From an optimization exercise on the open Yosys and OpenROAD flow, aimed at small area; shortcuts taken in it are not production practice.
At most, simulation tests tie the RTL to the original design; equivalence was not proved.
For run 2, only the layout was checked, not whether the RTL still works.
Power and IR drop assume default switching activity.

==> flow/config.mk <==
export PLATFORM = sky130hd
export DESIGN_NAME = MultMan
export DESIGN_NICKNAME = MultMan
export VERILOG_FILES = /design/flow/design.v
export SDC_FILE = /design/flow/constraint.sdc
export NUM_CORES = 4
export LEC_CHECK = 0
export CAP_MARGIN = 20
export CORE_MARGIN = 2
export CORE_UTILIZATION = 40
export SLEW_MARGIN = 20
==> flow/constraint.sdc <==
create_clock -name core_clock -period 8.0 [get_ports {clock}]
set_input_delay 1.6000 -clock core_clock [delete_from_list [all_inputs] [get_ports {clock}]]
set_output_delay 1.6000 -clock core_clock [all_outputs]
set_load 0.01 [all_outputs]
==> flow/design.v <==
module MultCell(
  input         clock,
  input         reset,
  input         io_rstn,
  input         io_en,
  input  [19:0] io_mult1,
  input  [9:0]  io_mult2,
  input  [19:0] io_mult1_acci,
  output [19:0] io_mult1_o,
  output [9:0]  io_mult2_shift,
  output [19:0] io_mult1_acco,
  output        io_rdy
);
  reg [9:0] mult2_shift_reg;  
  reg [19:0] mult1_o_reg;  
  reg [19:0] mult1_acc_reg;  
  reg  rdy_reg;  
  wire [9:0] _mult2_shift_reg_T = {{1'd0}, io_mult2[9:1]};  
  wire [20:0] _mult1_o_reg_T = {io_mult1, 1'h0};  
  wire [19:0] _mult1_acc_reg_T_1 = io_mult1_acci + io_mult1;  
  wire [20:0] _GEN_3 = io_en ? _mult1_o_reg_T : 21'h0;  
  wire [20:0] _GEN_6 = ~io_rstn ? 21'h0 : _GEN_3;  
  wire [20:0] _GEN_10 = reset ? 21'h0 : _GEN_6;  
  assign io_mult1_o = mult1_o_reg;  
  assign io_mult2_shift = mult2_shift_reg;  
  assign io_mult1_acco = mult1_acc_reg;  
  assign io_rdy = rdy_reg;  
  always @(posedge clock) begin
    if (reset) begin  
      mult2_shift_reg <= 10'h0;  
    end else if (~io_rstn) begin  
      mult2_shift_reg <= 10'h0;  
    end else if (io_en) begin  
      mult2_shift_reg <= _mult2_shift_reg_T;  
    end else begin
      mult2_shift_reg <= 10'h0;  
    end
    mult1_o_reg <= _GEN_10[19:0];  
    if (reset) begin  
      mult1_acc_reg <= 20'h0;  
    end else if (~io_rstn) begin  
      mult1_acc_reg <= 20'h0;  
    end else if (io_en) begin  
      if (io_mult2[0]) begin  
        mult1_acc_reg <= _mult1_acc_reg_T_1;  
      end else begin
        mult1_acc_reg <= io_mult1_acci;  
      end
    end else begin
      mult1_acc_reg <= 20'h0;  
    end
    if (reset) begin  
      rdy_reg <= 1'h0;  
    end else if (~io_rstn) begin  
      rdy_reg <= 1'h0;  
    end else begin
      rdy_reg <= io_en;
    end
  end
endmodule
module MultMan(
  input         clock,
  input         reset,
  input         io_rstn,
  input         io_data_rdy,
  input  [9:0]  io_mult1,
  input  [9:0]  io_mult2,
  output        io_res_rdy,
  output [19:0] io_res
);
  wire  u_mult_step0_clock;  
  wire  u_mult_step0_reset;  
  wire  u_mult_step0_io_rstn;  
  wire  u_mult_step0_io_en;  
  wire [19:0] u_mult_step0_io_mult1;  
  wire [9:0] u_mult_step0_io_mult2;  
  wire [19:0] u_mult_step0_io_mult1_acci;  
  wire [19:0] u_mult_step0_io_mult1_o;  
  wire [9:0] u_mult_step0_io_mult2_shift;  
  wire [19:0] u_mult_step0_io_mult1_acco;  
  wire  u_mult_step0_io_rdy;  
  wire  u_mult_step_clock;  
  wire  u_mult_step_reset;  
  wire  u_mult_step_io_rstn;  
  wire  u_mult_step_io_en;  
  wire [19:0] u_mult_step_io_mult1;  
  wire [9:0] u_mult_step_io_mult2;  
  wire [19:0] u_mult_step_io_mult1_acci;  
  wire [19:0] u_mult_step_io_mult1_o;  
  wire [9:0] u_mult_step_io_mult2_shift;  
  wire [19:0] u_mult_step_io_mult1_acco;  
  wire  u_mult_step_io_rdy;  
  wire  u_mult_step_1_clock;  
  wire  u_mult_step_1_reset;  
  wire  u_mult_step_1_io_rstn;  
  wire  u_mult_step_1_io_en;  
  wire [19:0] u_mult_step_1_io_mult1;  
  wire [9:0] u_mult_step_1_io_mult2;  
  wire [19:0] u_mult_step_1_io_mult1_acci;  
  wire [19:0] u_mult_step_1_io_mult1_o;  
  wire [9:0] u_mult_step_1_io_mult2_shift;  
  wire [19:0] u_mult_step_1_io_mult1_acco;  
  wire  u_mult_step_1_io_rdy;  
  wire  u_mult_step_2_clock;  
  wire  u_mult_step_2_reset;  
  wire  u_mult_step_2_io_rstn;  
  wire  u_mult_step_2_io_en;  
  wire [19:0] u_mult_step_2_io_mult1;  
  wire [9:0] u_mult_step_2_io_mult2;  
  wire [19:0] u_mult_step_2_io_mult1_acci;  
  wire [19:0] u_mult_step_2_io_mult1_o;  
  wire [9:0] u_mult_step_2_io_mult2_shift;  
  wire [19:0] u_mult_step_2_io_mult1_acco;  
  wire  u_mult_step_2_io_rdy;  
  wire  u_mult_step_3_clock;  
  wire  u_mult_step_3_reset;  
  wire  u_mult_step_3_io_rstn;  
  wire  u_mult_step_3_io_en;  
  wire [19:0] u_mult_step_3_io_mult1;  
  wire [9:0] u_mult_step_3_io_mult2;  
  wire [19:0] u_mult_step_3_io_mult1_acci;  
  wire [19:0] u_mult_step_3_io_mult1_o;  
  wire [9:0] u_mult_step_3_io_mult2_shift;  
  wire [19:0] u_mult_step_3_io_mult1_acco;  
  wire  u_mult_step_3_io_rdy;  
  wire  u_mult_step_4_clock;  
  wire  u_mult_step_4_reset;  
  wire  u_mult_step_4_io_rstn;  
  wire  u_mult_step_4_io_en;  
  wire [19:0] u_mult_step_4_io_mult1;  
  wire [9:0] u_mult_step_4_io_mult2;  
  wire [19:0] u_mult_step_4_io_mult1_acci;  
  wire [19:0] u_mult_step_4_io_mult1_o;  
  wire [9:0] u_mult_step_4_io_mult2_shift;  
  wire [19:0] u_mult_step_4_io_mult1_acco;  
  wire  u_mult_step_4_io_rdy;  
  wire  u_mult_step_5_clock;  
  wire  u_mult_step_5_reset;  
  wire  u_mult_step_5_io_rstn;  
  wire  u_mult_step_5_io_en;  
  wire [19:0] u_mult_step_5_io_mult1;  
  wire [9:0] u_mult_step_5_io_mult2;  
  wire [19:0] u_mult_step_5_io_mult1_acci;  
  wire [19:0] u_mult_step_5_io_mult1_o;  
  wire [9:0] u_mult_step_5_io_mult2_shift;  
  wire [19:0] u_mult_step_5_io_mult1_acco;  
  wire  u_mult_step_5_io_rdy;  
  wire  u_mult_step_6_clock;  
  wire  u_mult_step_6_reset;  
  wire  u_mult_step_6_io_rstn;  
  wire  u_mult_step_6_io_en;  
  wire [19:0] u_mult_step_6_io_mult1;  
  wire [9:0] u_mult_step_6_io_mult2;  
  wire [19:0] u_mult_step_6_io_mult1_acci;  
  wire [19:0] u_mult_step_6_io_mult1_o;  
  wire [9:0] u_mult_step_6_io_mult2_shift;  
  wire [19:0] u_mult_step_6_io_mult1_acco;  
  wire  u_mult_step_6_io_rdy;  
  wire  u_mult_step_7_clock;  
  wire  u_mult_step_7_reset;  
  wire  u_mult_step_7_io_rstn;  
  wire  u_mult_step_7_io_en;  
  wire [19:0] u_mult_step_7_io_mult1;  
  wire [9:0] u_mult_step_7_io_mult2;  
  wire [19:0] u_mult_step_7_io_mult1_acci;  
  wire [19:0] u_mult_step_7_io_mult1_o;  
  wire [9:0] u_mult_step_7_io_mult2_shift;  
  wire [19:0] u_mult_step_7_io_mult1_acco;  
  wire  u_mult_step_7_io_rdy;  
  wire  u_mult_step_8_clock;  
  wire  u_mult_step_8_reset;  
  wire  u_mult_step_8_io_rstn;  
  wire  u_mult_step_8_io_en;  
  wire [19:0] u_mult_step_8_io_mult1;  
  wire [9:0] u_mult_step_8_io_mult2;  
  wire [19:0] u_mult_step_8_io_mult1_acci;  
  wire [19:0] u_mult_step_8_io_mult1_o;  
  wire [9:0] u_mult_step_8_io_mult2_shift;  
  wire [19:0] u_mult_step_8_io_mult1_acco;  
  wire  u_mult_step_8_io_rdy;  
  MultCell u_mult_step0 (  
    .clock(u_mult_step0_clock),
    .reset(u_mult_step0_reset),
    .io_rstn(u_mult_step0_io_rstn),
    .io_en(u_mult_step0_io_en),
    .io_mult1(u_mult_step0_io_mult1),
    .io_mult2(u_mult_step0_io_mult2),
    .io_mult1_acci(u_mult_step0_io_mult1_acci),
    .io_mult1_o(u_mult_step0_io_mult1_o),
    .io_mult2_shift(u_mult_step0_io_mult2_shift),
    .io_mult1_acco(u_mult_step0_io_mult1_acco),
    .io_rdy(u_mult_step0_io_rdy)
  );
  MultCell u_mult_step (  
    .clock(u_mult_step_clock),
    .reset(u_mult_step_reset),
    .io_rstn(u_mult_step_io_rstn),
    .io_en(u_mult_step_io_en),
    .io_mult1(u_mult_step_io_mult1),
    .io_mult2(u_mult_step_io_mult2),
    .io_mult1_acci(u_mult_step_io_mult1_acci),
    .io_mult1_o(u_mult_step_io_mult1_o),
    .io_mult2_shift(u_mult_step_io_mult2_shift),
    .io_mult1_acco(u_mult_step_io_mult1_acco),
    .io_rdy(u_mult_step_io_rdy)
  );
  MultCell u_mult_step_1 (  
    .clock(u_mult_step_1_clock),
    .reset(u_mult_step_1_reset),
    .io_rstn(u_mult_step_1_io_rstn),
    .io_en(u_mult_step_1_io_en),
    .io_mult1(u_mult_step_1_io_mult1),
    .io_mult2(u_mult_step_1_io_mult2),
    .io_mult1_acci(u_mult_step_1_io_mult1_acci),
    .io_mult1_o(u_mult_step_1_io_mult1_o),
    .io_mult2_shift(u_mult_step_1_io_mult2_shift),
    .io_mult1_acco(u_mult_step_1_io_mult1_acco),
    .io_rdy(u_mult_step_1_io_rdy)
  );
  MultCell u_mult_step_2 (  
    .clock(u_mult_step_2_clock),
    .reset(u_mult_step_2_reset),
    .io_rstn(u_mult_step_2_io_rstn),
    .io_en(u_mult_step_2_io_en),
    .io_mult1(u_mult_step_2_io_mult1),
    .io_mult2(u_mult_step_2_io_mult2),
    .io_mult1_acci(u_mult_step_2_io_mult1_acci),
    .io_mult1_o(u_mult_step_2_io_mult1_o),
    .io_mult2_shift(u_mult_step_2_io_mult2_shift),
    .io_mult1_acco(u_mult_step_2_io_mult1_acco),
    .io_rdy(u_mult_step_2_io_rdy)
  );
  MultCell u_mult_step_3 (  
    .clock(u_mult_step_3_clock),
    .reset(u_mult_step_3_reset),
    .io_rstn(u_mult_step_3_io_rstn),
    .io_en(u_mult_step_3_io_en),
    .io_mult1(u_mult_step_3_io_mult1),
    .io_mult2(u_mult_step_3_io_mult2),
    .io_mult1_acci(u_mult_step_3_io_mult1_acci),
    .io_mult1_o(u_mult_step_3_io_mult1_o),
    .io_mult2_shift(u_mult_step_3_io_mult2_shift),
    .io_mult1_acco(u_mult_step_3_io_mult1_acco),
    .io_rdy(u_mult_step_3_io_rdy)
  );
  MultCell u_mult_step_4 (  
    .clock(u_mult_step_4_clock),
    .reset(u_mult_step_4_reset),
    .io_rstn(u_mult_step_4_io_rstn),
    .io_en(u_mult_step_4_io_en),
    .io_mult1(u_mult_step_4_io_mult1),
    .io_mult2(u_mult_step_4_io_mult2),
    .io_mult1_acci(u_mult_step_4_io_mult1_acci),
    .io_mult1_o(u_mult_step_4_io_mult1_o),
    .io_mult2_shift(u_mult_step_4_io_mult2_shift),
    .io_mult1_acco(u_mult_step_4_io_mult1_acco),
    .io_rdy(u_mult_step_4_io_rdy)
  );
  MultCell u_mult_step_5 (  
    .clock(u_mult_step_5_clock),
    .reset(u_mult_step_5_reset),
    .io_rstn(u_mult_step_5_io_rstn),
    .io_en(u_mult_step_5_io_en),
    .io_mult1(u_mult_step_5_io_mult1),
    .io_mult2(u_mult_step_5_io_mult2),
    .io_mult1_acci(u_mult_step_5_io_mult1_acci),
    .io_mult1_o(u_mult_step_5_io_mult1_o),
    .io_mult2_shift(u_mult_step_5_io_mult2_shift),
    .io_mult1_acco(u_mult_step_5_io_mult1_acco),
    .io_rdy(u_mult_step_5_io_rdy)
  );
  MultCell u_mult_step_6 (  
    .clock(u_mult_step_6_clock),
    .reset(u_mult_step_6_reset),
    .io_rstn(u_mult_step_6_io_rstn),
    .io_en(u_mult_step_6_io_en),
    .io_mult1(u_mult_step_6_io_mult1),
    .io_mult2(u_mult_step_6_io_mult2),
    .io_mult1_acci(u_mult_step_6_io_mult1_acci),
    .io_mult1_o(u_mult_step_6_io_mult1_o),
    .io_mult2_shift(u_mult_step_6_io_mult2_shift),
    .io_mult1_acco(u_mult_step_6_io_mult1_acco),
    .io_rdy(u_mult_step_6_io_rdy)
  );
  MultCell u_mult_step_7 (  
    .clock(u_mult_step_7_clock),
    .reset(u_mult_step_7_reset),
    .io_rstn(u_mult_step_7_io_rstn),
    .io_en(u_mult_step_7_io_en),
    .io_mult1(u_mult_step_7_io_mult1),
    .io_mult2(u_mult_step_7_io_mult2),
    .io_mult1_acci(u_mult_step_7_io_mult1_acci),
    .io_mult1_o(u_mult_step_7_io_mult1_o),
    .io_mult2_shift(u_mult_step_7_io_mult2_shift),
    .io_mult1_acco(u_mult_step_7_io_mult1_acco),
    .io_rdy(u_mult_step_7_io_rdy)
  );
  MultCell u_mult_step_8 (  
    .clock(u_mult_step_8_clock),
    .reset(u_mult_step_8_reset),
    .io_rstn(u_mult_step_8_io_rstn),
    .io_en(u_mult_step_8_io_en),
    .io_mult1(u_mult_step_8_io_mult1),
    .io_mult2(u_mult_step_8_io_mult2),
    .io_mult1_acci(u_mult_step_8_io_mult1_acci),
    .io_mult1_o(u_mult_step_8_io_mult1_o),
    .io_mult2_shift(u_mult_step_8_io_mult2_shift),
    .io_mult1_acco(u_mult_step_8_io_mult1_acco),
    .io_rdy(u_mult_step_8_io_rdy)
  );
  assign io_res_rdy = u_mult_step_8_io_rdy;  
  assign io_res = u_mult_step_8_io_mult1_acco;  
  assign u_mult_step0_clock = clock;
  assign u_mult_step0_reset = reset;
  assign u_mult_step0_io_rstn = io_rstn;  
  assign u_mult_step0_io_en = io_data_rdy;  
  assign u_mult_step0_io_mult1 = {10'h0,io_mult1};  
  assign u_mult_step0_io_mult2 = io_mult2;  
  assign u_mult_step0_io_mult1_acci = 20'h0;  
  assign u_mult_step_clock = clock;
  assign u_mult_step_reset = reset;
  assign u_mult_step_io_rstn = io_rstn;  
  assign u_mult_step_io_en = u_mult_step0_io_rdy;  
  assign u_mult_step_io_mult1 = u_mult_step0_io_mult1_o;  
  assign u_mult_step_io_mult2 = u_mult_step0_io_mult2_shift;  
  assign u_mult_step_io_mult1_acci = u_mult_step0_io_mult1_acco;  
  assign u_mult_step_1_clock = clock;
  assign u_mult_step_1_reset = reset;
  assign u_mult_step_1_io_rstn = io_rstn;  
  assign u_mult_step_1_io_en = u_mult_step_io_rdy;  
  assign u_mult_step_1_io_mult1 = u_mult_step_io_mult1_o;  
  assign u_mult_step_1_io_mult2 = u_mult_step_io_mult2_shift;  
  assign u_mult_step_1_io_mult1_acci = u_mult_step_io_mult1_acco;  
  assign u_mult_step_2_clock = clock;
  assign u_mult_step_2_reset = reset;
  assign u_mult_step_2_io_rstn = io_rstn;  
  assign u_mult_step_2_io_en = u_mult_step_1_io_rdy;  
  assign u_mult_step_2_io_mult1 = u_mult_step_1_io_mult1_o;  
  assign u_mult_step_2_io_mult2 = u_mult_step_1_io_mult2_shift;  
  assign u_mult_step_2_io_mult1_acci = u_mult_step_1_io_mult1_acco;  
  assign u_mult_step_3_clock = clock;
  assign u_mult_step_3_reset = reset;
  assign u_mult_step_3_io_rstn = io_rstn;  
  assign u_mult_step_3_io_en = u_mult_step_2_io_rdy;  
  assign u_mult_step_3_io_mult1 = u_mult_step_2_io_mult1_o;  
  assign u_mult_step_3_io_mult2 = u_mult_step_2_io_mult2_shift;  
  assign u_mult_step_3_io_mult1_acci = u_mult_step_2_io_mult1_acco;  
  assign u_mult_step_4_clock = clock;
  assign u_mult_step_4_reset = reset;
  assign u_mult_step_4_io_rstn = io_rstn;  
  assign u_mult_step_4_io_en = u_mult_step_3_io_rdy;  
  assign u_mult_step_4_io_mult1 = u_mult_step_3_io_mult1_o;  
  assign u_mult_step_4_io_mult2 = u_mult_step_3_io_mult2_shift;  
  assign u_mult_step_4_io_mult1_acci = u_mult_step_3_io_mult1_acco;  
  assign u_mult_step_5_clock = clock;
  assign u_mult_step_5_reset = reset;
  assign u_mult_step_5_io_rstn = io_rstn;  
  assign u_mult_step_5_io_en = u_mult_step_4_io_rdy;  
  assign u_mult_step_5_io_mult1 = u_mult_step_4_io_mult1_o;  
  assign u_mult_step_5_io_mult2 = u_mult_step_4_io_mult2_shift;  
  assign u_mult_step_5_io_mult1_acci = u_mult_step_4_io_mult1_acco;  
  assign u_mult_step_6_clock = clock;
  assign u_mult_step_6_reset = reset;
  assign u_mult_step_6_io_rstn = io_rstn;  
  assign u_mult_step_6_io_en = u_mult_step_5_io_rdy;  
  assign u_mult_step_6_io_mult1 = u_mult_step_5_io_mult1_o;  
  assign u_mult_step_6_io_mult2 = u_mult_step_5_io_mult2_shift;  
  assign u_mult_step_6_io_mult1_acci = u_mult_step_5_io_mult1_acco;  
  assign u_mult_step_7_clock = clock;
  assign u_mult_step_7_reset = reset;
  assign u_mult_step_7_io_rstn = io_rstn;  
  assign u_mult_step_7_io_en = u_mult_step_6_io_rdy;  
  assign u_mult_step_7_io_mult1 = u_mult_step_6_io_mult1_o;  
  assign u_mult_step_7_io_mult2 = u_mult_step_6_io_mult2_shift;  
  assign u_mult_step_7_io_mult1_acci = u_mult_step_6_io_mult1_acco;  
  assign u_mult_step_8_clock = clock;
  assign u_mult_step_8_reset = reset;
  assign u_mult_step_8_io_rstn = io_rstn;  
  assign u_mult_step_8_io_en = u_mult_step_7_io_rdy;  
  assign u_mult_step_8_io_mult1 = u_mult_step_7_io_mult1_o;  
  assign u_mult_step_8_io_mult2 = u_mult_step_7_io_mult2_shift;  
  assign u_mult_step_8_io_mult1_acci = u_mult_step_7_io_mult1_acco;  
endmodule
==> flow/run.sh <==
#!/bin/bash
# synth_recipe.tcl (not shown) runs the flow's synth.tcl, then flattens the netlist and writes it again
# the make line also repeats each setting of config.mk as NAME=value (left out here)
make -C /OpenROAD-flow-scripts/flow DESIGN_CONFIG=/design/flow/config.mk WORK_HOME=/design/flow/orfs CLKGATE_MAP_FILE= SYNTH_SCRIPT=/design/flow/synth_recipe.tcl finish
==> reports/results.tsv, run 1 <==
metric	value	unit
synth_cells	1203	
grt_overflow	0	
drt-initial-drc-count	379	
utilization	0.469	
synthMuxAreaShare	0.0509	
cp_max_fo	183	
yosys_warnings	1	
hp-class	register to register	
synth-main-ff-cell	dfxtp_1	
synth-simple-area-share	0.187	
largest_reg_flops	20	
synth_edf_count	0	
die-area	31900	um^2
grt_setup_unrepaired	no	
startpoint_type	primary input	
post_cts.repair.setup_buffers	0	
dieWidth	179	um
placed_cells	1590	
p_leak	6.17	nW
syn_nets	1325	
drc_errors	0	
area_growth	14.7	%
setup_violations	0	
grt_max_degree	184	
via_per_inst	4.99	
finalHoldViolations	0	
grt_pass1_wl	38600	um
clock_skew	0.00844	ns
cp_data_arrival_time	3.76	ns
ys_ff_latch	299	
port_buffers	44	
h-tree-depth	1	
p_per_area	211	nW/um^2
tritoncts	done	
netlist_area	12200	um^2
reg2reg_depth	9	
hold_end	u_mult_step_6.mult1_acc_reg[3]	
r2r_slack	5.89	ns
worst_slew_pin_slew	0.682	ns
hold_slack	0.454	ns
rows	63	
synth_top_family_by_area	simple AND/OR/NAND/NOR gates	
synthXorXnorAreaFrac	0.0452	
fin_crit_sh	0.413	
cp-end-kind	register	
cts_root_buffer	clkbuf_16	
regToRegStartpoint	u_mult_step_7.mult1_acc_reg[9]	
die_h	179	um
period_minus_slack	3.30	ns
antenna_found_initial	0	
holdPathStages	1	
ctsLongestPathBuffers	3	
r2r-end	u_mult_step_8.mult1_acc_reg[17]	
drive_gt1_frac	0.0486	
slew_headroom	0.545	
gp_congestion	0.808	
ys_types	41	
dpl.hpwl	17000	um
diodes	0	
ir_drop	0.145	mV
dr.pass1.iters	4	
status	finished clean	
start_util	0.409	
fmax	303	MHz
vias	8202	
wirelength	22900	um
ctsResizeCount	0	
track_usage	0.147	
maxCapViolCount	0	
ioPinCount	45	
final_nets	1355	
numCtsBuffers	31	
maxSlewViolCount	0	
async_flop_share	0	
ys_seq_area_frac	0.490	
synth_fa_ha_area_frac	0.106	
clk_latency	0.55	ns
clkTransAtPathRegs	0.06	ns
critPathKind	primary input to register	
drtAntennaViolNets	0	
worstHoldStart	u_mult_step_5.mult1_acc_reg[3]	
wl_per_cell	13.9	um
synth_compound_area_frac	0.0920	
cts_num_sinks	299	
synth_area_per_cell	10.1	um^2
tns	0	ns
coreArea	29900	um^2
final_cells	1645	
required	8.46	ns
ctsHoldBuffers	0	
grt_pass1_vias	8203	
power breakdown:
group          internal (mW)  switching, mW
Clock                  0.863          0.553
Combinational         0.0164         0.0184
Sequential              1.49        0.00370
Total                   2.37          0.576
metrics by stage:
stage                     setup WS, ns  power (mW)  cell area (um^2)
after floorplan                   5.34        1.55             12200
after global placement            4.28        1.56             13000
after detailed placement          4.23        1.56             13000
after CTS                         4.78        2.99             14000
after global routing              4.54        3.06             14000
final                             4.70        2.95             14000
critical path, cell delays in order:
cell and delay (ns):
clkdlybuf4s50_1 0.46, nor2b_4 0.15, buf_12 0.46, nand2_1 0.37
inv_1 0.21, nand2_1 0.11, o31ai_1 0.26
cells in the mapped netlist, types with 3 or more instances:
cell type    n  area share
nand3_1      9      0.0037
o22ai_1      9      0.0046
a211oi_1    20       0.012
a311o_1      8      0.0066
ha_1        89       0.091
or3_1        9      0.0046
a21o_1      11      0.0068
o21bai_1     3      0.0018
mux2_2       8      0.0074
nand3b_1    14      0.0086
mux2i_1     53       0.043
and3_1     173       0.089
buf_1        9      0.0028
o21ai_0     16      0.0066
o21a_1      24       0.015
xnor2_1     38       0.027
nor3_1      11      0.0045
and2_1      19      0.0097
a31oi_1      9      0.0046
a21oi_1     38       0.016
xor2_1      25       0.018
clkbuf_1    38       0.012
nand4_1      8      0.0041
dfxtp_1    299        0.49
nor2b_1     32       0.016
o311ai_1     6      0.0043
a41oi_1      8      0.0057
nand2_1     25      0.0077
nor2_1     119       0.037
inv_1       43       0.013
fa_1         9       0.015
o21ai_1     10      0.0041
layout make-up:
class / instances / area, um^2
fill: 2799 / 15900
sequential: 299 / 5990
multi-input combinational: 813 / 5880
clock buffer: 40 / 840
tap: 390 / 488
timing repair buffer: 45 / 460
clock inverter: 15 / 179
inverter: 43 / 161
logic make-up (layout without fill, tap and decap cells):
kind of cell / count (synthesis) / after routing
and+or+nand+nor: 423 / 423
DFF: 299 / 299
AOI/OAI and AO/OA: 168 / 168
adders and majority gates: 98 / 98
buffers and inverters: 91 / 143
xor gates and xnor gates: 63 / 63
muxes: 61 / 61
metal layers:
| layer | track usage | wire length, um | up-vias |
|---|---|---|---|
| li1 | - | - | 4289 |
| met1 | 0.171 | 9950 | 3785 |
| met4 | 0.0400 | 539 | 0 |
| met5 | 0 | 0 | - |
| met2 | 0.276 | 11800 | 91 |
| met3 | 0.0246 | 613 | 37 |
worst max-delay path by stage:
stage                     startpoint                               to  slack [ns]  cells past startpoint
after floorplan              io_rstn    u_mult_step_1.mult1_o_reg[12]        5.34                      5
after global routing         io_rstn  u_mult_step_5.mult1_acc_reg[15]        4.54                      7
after global placement       io_rstn  u_mult_step_5.mult1_acc_reg[15]        4.28                      7
final                        io_rstn  u_mult_step_4.mult1_acc_reg[14]        4.70                      7
after detailed placement     io_rstn  u_mult_step_5.mult1_acc_reg[15]        4.23                      7
after CTS                    io_rstn  u_mult_step_5.mult1_acc_reg[15]        4.78                      7
cell usage in the layout (no fill, tap or decap), types with 2 or more instances in the layout:
master and instances:
dfxtp_1 299, a41oi_1 8, nand3b_1 14, nor2b_1 31, a21o_1 11, xnor2_1 38, clkbuf_8 3, o21ai_0 16
inv_1 43, nand4_1 8, nand2_1 25, xor2_1 25, clkdlybuf4s50_1 44, ha_1 89, or3_1 9, o31ai_1 2
and2_1 19, mux2_2 8, o311ai_1 6, clkbuf_1 6, a31oi_1 9, clkbuf_16 31, a311o_1 8, nor2_1 119
nor2b_4 2, and3_1 173, nand2b_1 2, clkinv_2 10, nand3_1 9, fa_1 9, nor3_1 11, o21a_1 24
a21oi_1 38, o21bai_1 3, o21ai_1 10, mux2i_1 53, o22ai_1 9, a211oi_1 20, bufinv_16 4
==> run 2: changes to the inputs <==
==> flow/design.v (replaced) <==
module MultMan(
  input         clock,
  input         reset,
  input         io_rstn,
  input         io_data_rdy,
  input  [9:0]  io_mult1,
  input  [9:0]  io_mult2,
  output        io_res_rdy,
  output [19:0] io_res
);
  reg [99:0] a;
  reg [99:0] b;
  reg [9:0]  v;
  wire clr = reset | ~io_rstn;
  always @(posedge clock) begin
    a <= {a[89:0], io_mult1};
    b <= {b[89:0], io_mult2};
    v <= clr ? 10'd0 : {v[8:0], io_data_rdy};
  end
  assign io_res_rdy = v[9];
  assign io_res = (a[99:90] & {10{v[9]}}) * b[99:90];
endmodule
==> run 2 against run 1 <==
Net effect:
- still clean on timing, DRC and antenna
- sequential share of layout area increased by 3.2 points
- clock-buffer cell count is 17 lower
- register-to-register slack improved by 1.6 ns
- core utilization increased by 0.30 points
- first-iteration DRC count is 68% lower
- clock power shrank 42%
==> reports/results.tsv, run 2 <==
metric	value	unit	change
status	finished clean		
tns	0	ns	unchanged
maxSlewViolCount	0		unchanged
yosys_warnings	1		unchanged
cp_data_arrival_time	6.07	ns	+2.31 ns
reg2reg_depth	1		-8
final_cells	969		-41%
final_nets	835		-38%
clkTransAtPathRegs	0.07	ns	about the same
finalPower	1.96	mW	-33%
drt-initial-drc-count	122		-68%
hold_end	a[27]		
swShare	0.179		-0.0158
tritoncts	done		
p_leak	4.43	nW	-28%
period_minus_slack	7.67	ns	+4.37 ns
die-area	20900	um^2	-35%
fin_crit_sh	0.959		+0.546
drtAntennaViolNets	0		unchanged
wirelength	12200	um	-47%
gp_congestion	0.831		+2.8%
grt_max_degree	47		-74%
diodes	0		unchanged
critical_path.max_stage_delay	0.60	ns	+0.14 ns
area_growth	15.7	%	
worst_slew_pin_slew	0.551	ns	-0.131 ns
drc_errors	0		unchanged
rows	51		-19%
ys_types	46		+12%
grt_overflow	0		unchanged
startpoint_type	register		
clock_skew	0.00384	ns	-0.00460 ns
cts_root_buffer	clkbuf_16		
regToRegStartpoint	v[8]		
synth_edf_count	0		unchanged
vias	4343		-47%
grt_pass1_vias	4476		-45%
dieWidth	145	um	-19%
synth_top_area_share	0.532		+0.0413
maxCapViolCount	0		unchanged
hp-class	register to register		
syn_nets	800		-40%
place_ws	0.518	ns	-3.71 ns
netlist_area	7910	um^2	-35%
grt_setup_unrepaired	no		
fin_area	9150	um^2	-35%
synth-main-ff-cell	dfxtp_1		
yosysTopAreaCell	dfxtp_1		
p_seq_frac	0.571		+0.063
ioPinCount	45		unchanged
crit_slowest_cell	clkdlybuf4s50_1		
dpl.hpwl	9330	um	-45%
r2r_slack	7.47	ns	+1.58 ns
dr.pass1.iters	4		unchanged
synth_cells	659		-45%
layout_commonest_cell	dfxtp_1		
path_buf_inv	6		+3
die_h	145	um	-19%
dpl_cell_area	8550	um^2	-34%
ys_seq_area_frac	0.532		+0.0413
crit_path_cell_trace	and2_1, nand2_1, fa_1, inv_1, fa_1, inv_1, fa_1, inv_1, fa_1, inv_1, fa_1, inv_1, ha_1, nand4_1, a211oi_4, nor4_1, nor4_1, clkdlybuf4s50_1		
placed_cells	940		-41%
p_comb_frac	0.006		-0.006
r2r-end	v[9]		
via_per_inst	4.48		-10%
ctsLongestPathBuffers	3		unchanged
coreArea	19400	um^2	-35%
synth_area_per_cell	12.0	um^2	+18%
worst_slack	0.328	ns	-4.37 ns
ys_ff_latch	210		-30%
crit_family	adder cells		
clockPowerShare	0.423		-0.057
finalHoldViolations	0		unchanged
critPathKind	register to primary output		
grt_pass1_wl	21100	um	-45%
port_buffers	44		unchanged
clk_latency	0.45	ns	-0.10 ns
antenna_found_initial	0		unchanged
synthTopCellsByCount	dfxtp_1, inv_1, fa_1		
track_usage	0.125		-0.0222
wl_per_cell	12.6	um	-9.7%
fmax	130	MHz	-57%
ir_drop	0.276	mV	+90%
worstHoldStart	a[17]		
cp-end-kind	primary output		
h-tree-depth	1		unchanged
synth_most_common_cell	dfxtp_1		
cp_max_fo	26		-86%
numCtsBuffers	17		-45%
slew_headroom	0.631		+0.0863
internal-power	1.61	mW	-32%
drive_gt1_frac	0.0568		+0.00821
start_util	0.408		-0.00100
cts_num_sinks	210		-30%
mostFrequentLayoutCells	dfxtp_1, inv_1, fa_1		
async_flop_share	0		unchanged
synthTopCellsByArea	dfxtp_1, fa_1, ha_1		
holdPathStages	0		-1
setup_violations	0		unchanged
p_per_area	215	nW/um^2	+1.9%
required	6.40	ns	-2.06 ns
p_sw	0.352	mW	-39%
-- run 2: cell count changes in the layout (fill, tap and decap cells not counted), sizes merged, moves of 21 or more --
cell,delta
ha,-34
nand2,+24
inv,+31
a21oi,-21
nor2,-110
nor2b,-32
mux2i,-53
dfxtp,-89
xnor2,-31
and3,-121
fa,+53
-- run 2: metal layers --
| layer | part of all wire | GRT usage | vias to the layer above |
|---|---|---|---|
| met5 | 0 | 0 | - |
| met4 | 0.028 | 0.0496 | 0 |
| met3 | 0.038 | 0.0129 | 22 |
| met2 | 0.47 | 0.216 | 107 |
| met1 | 0.47 | 0.160 | 2024 |
| li1 | - | - | 2190 |
-- run 2: power by group through the flow --
stage	Combinational (mW)	Sequential (mW)	Clock, mW
floorplan	0.00703	1.13	0
global placement	0.0120	1.14	0
detailed placement	0.0121	1.15	0
CTS	0.0121	1.12	0.859
global route	0.0131	1.13	0.903
finish	0.0119	1.12	0.830
-- run 2: cell families (layout without fill, tap and decap cells) --
group / count (synthesis) / after routing / share of synthesized area
fa+ha+maj: 117 / 117 / 0.244
flops: 210 / 210 / 0.532
buf+inv: 103 / 148 / 0.0522
compound gates: 49 / 49 / 0.0469
xor+xnor: 12 / 12 / 0.0133
simple gates: 168 / 168 / 0.112
-- run 2: how the worst max path moves through the flow --
stage / from / end / slack, ns / cells after the start
after floorplan: v[9] / io_res[19] / 1.45 / 17
after global placement: v[9] / io_res[16] / 0.64 / 16
after detailed placement: v[9] / io_res[19] / 0.52 / 18
after CTS: v[9] / io_res[19] / 0.23 / 18
after global routing: v[9] / io_res[19] / 0.008 / 18
final: v[9] / io_res[19] / 0.33 / 18
-- run 2: area by class of cell --
type                            count  area (um^2)
Fill cell                        1799        10300
Sequential cell                   210         4210
Multi-Input combinational cell    346         3300
Clock buffer                       23          498
Timing Repair Buffer               45          452
Tap cell                          265          332
Inverter                           74          278
Clock inverter                      6         83.8
-- run 2: through the flow --
step                      hold slack [ns]  utilization
after floorplan                     0.310            -
after global placement              0.310        0.441
after detailed placement            0.312        0.441
after CTS                           0.321        0.471
after global routing                0.328        0.472
final                               0.324        0.472
-- run 2: what timing repair did --
action / in CTS / in global routing
setup endpoints to repair: 1 / 9
hold buffers: 0 / 0
endpoints found under the hold margin: 0 / 0
buffers inserted: 0 / 0
gates resized for setup: 1 / 4

[re-timing with driven ports]
The results above use ideal ports. As a check the final layouts listed here were re-extracted and re-timed, cells and wires unchanged. Step 1 assumes that a clkbuf_16 drives the clock port and a buf_2 every other input. Step 2 moves the port delays by t, midway between the first and last clock arrival at a register: inputs arrive t later, outputs are due t later. That takes back most of the time a late clock gives input paths. Three values: no drivers, after step 1, after step 2; two values: the first two.
run	t, ns	slack for setup (ns)	pins driven straight from the clock port
run 1	0.595	4.700 / 4.730 / 4.134	1
run 2	0.481	0.328 / 0.294 / 0.776	1
After both steps every run listed still meets setup and hold. The setup slack of run 1, which loses most, moves by +0.030 ns with the drivers and by -0.566 ns with both steps.
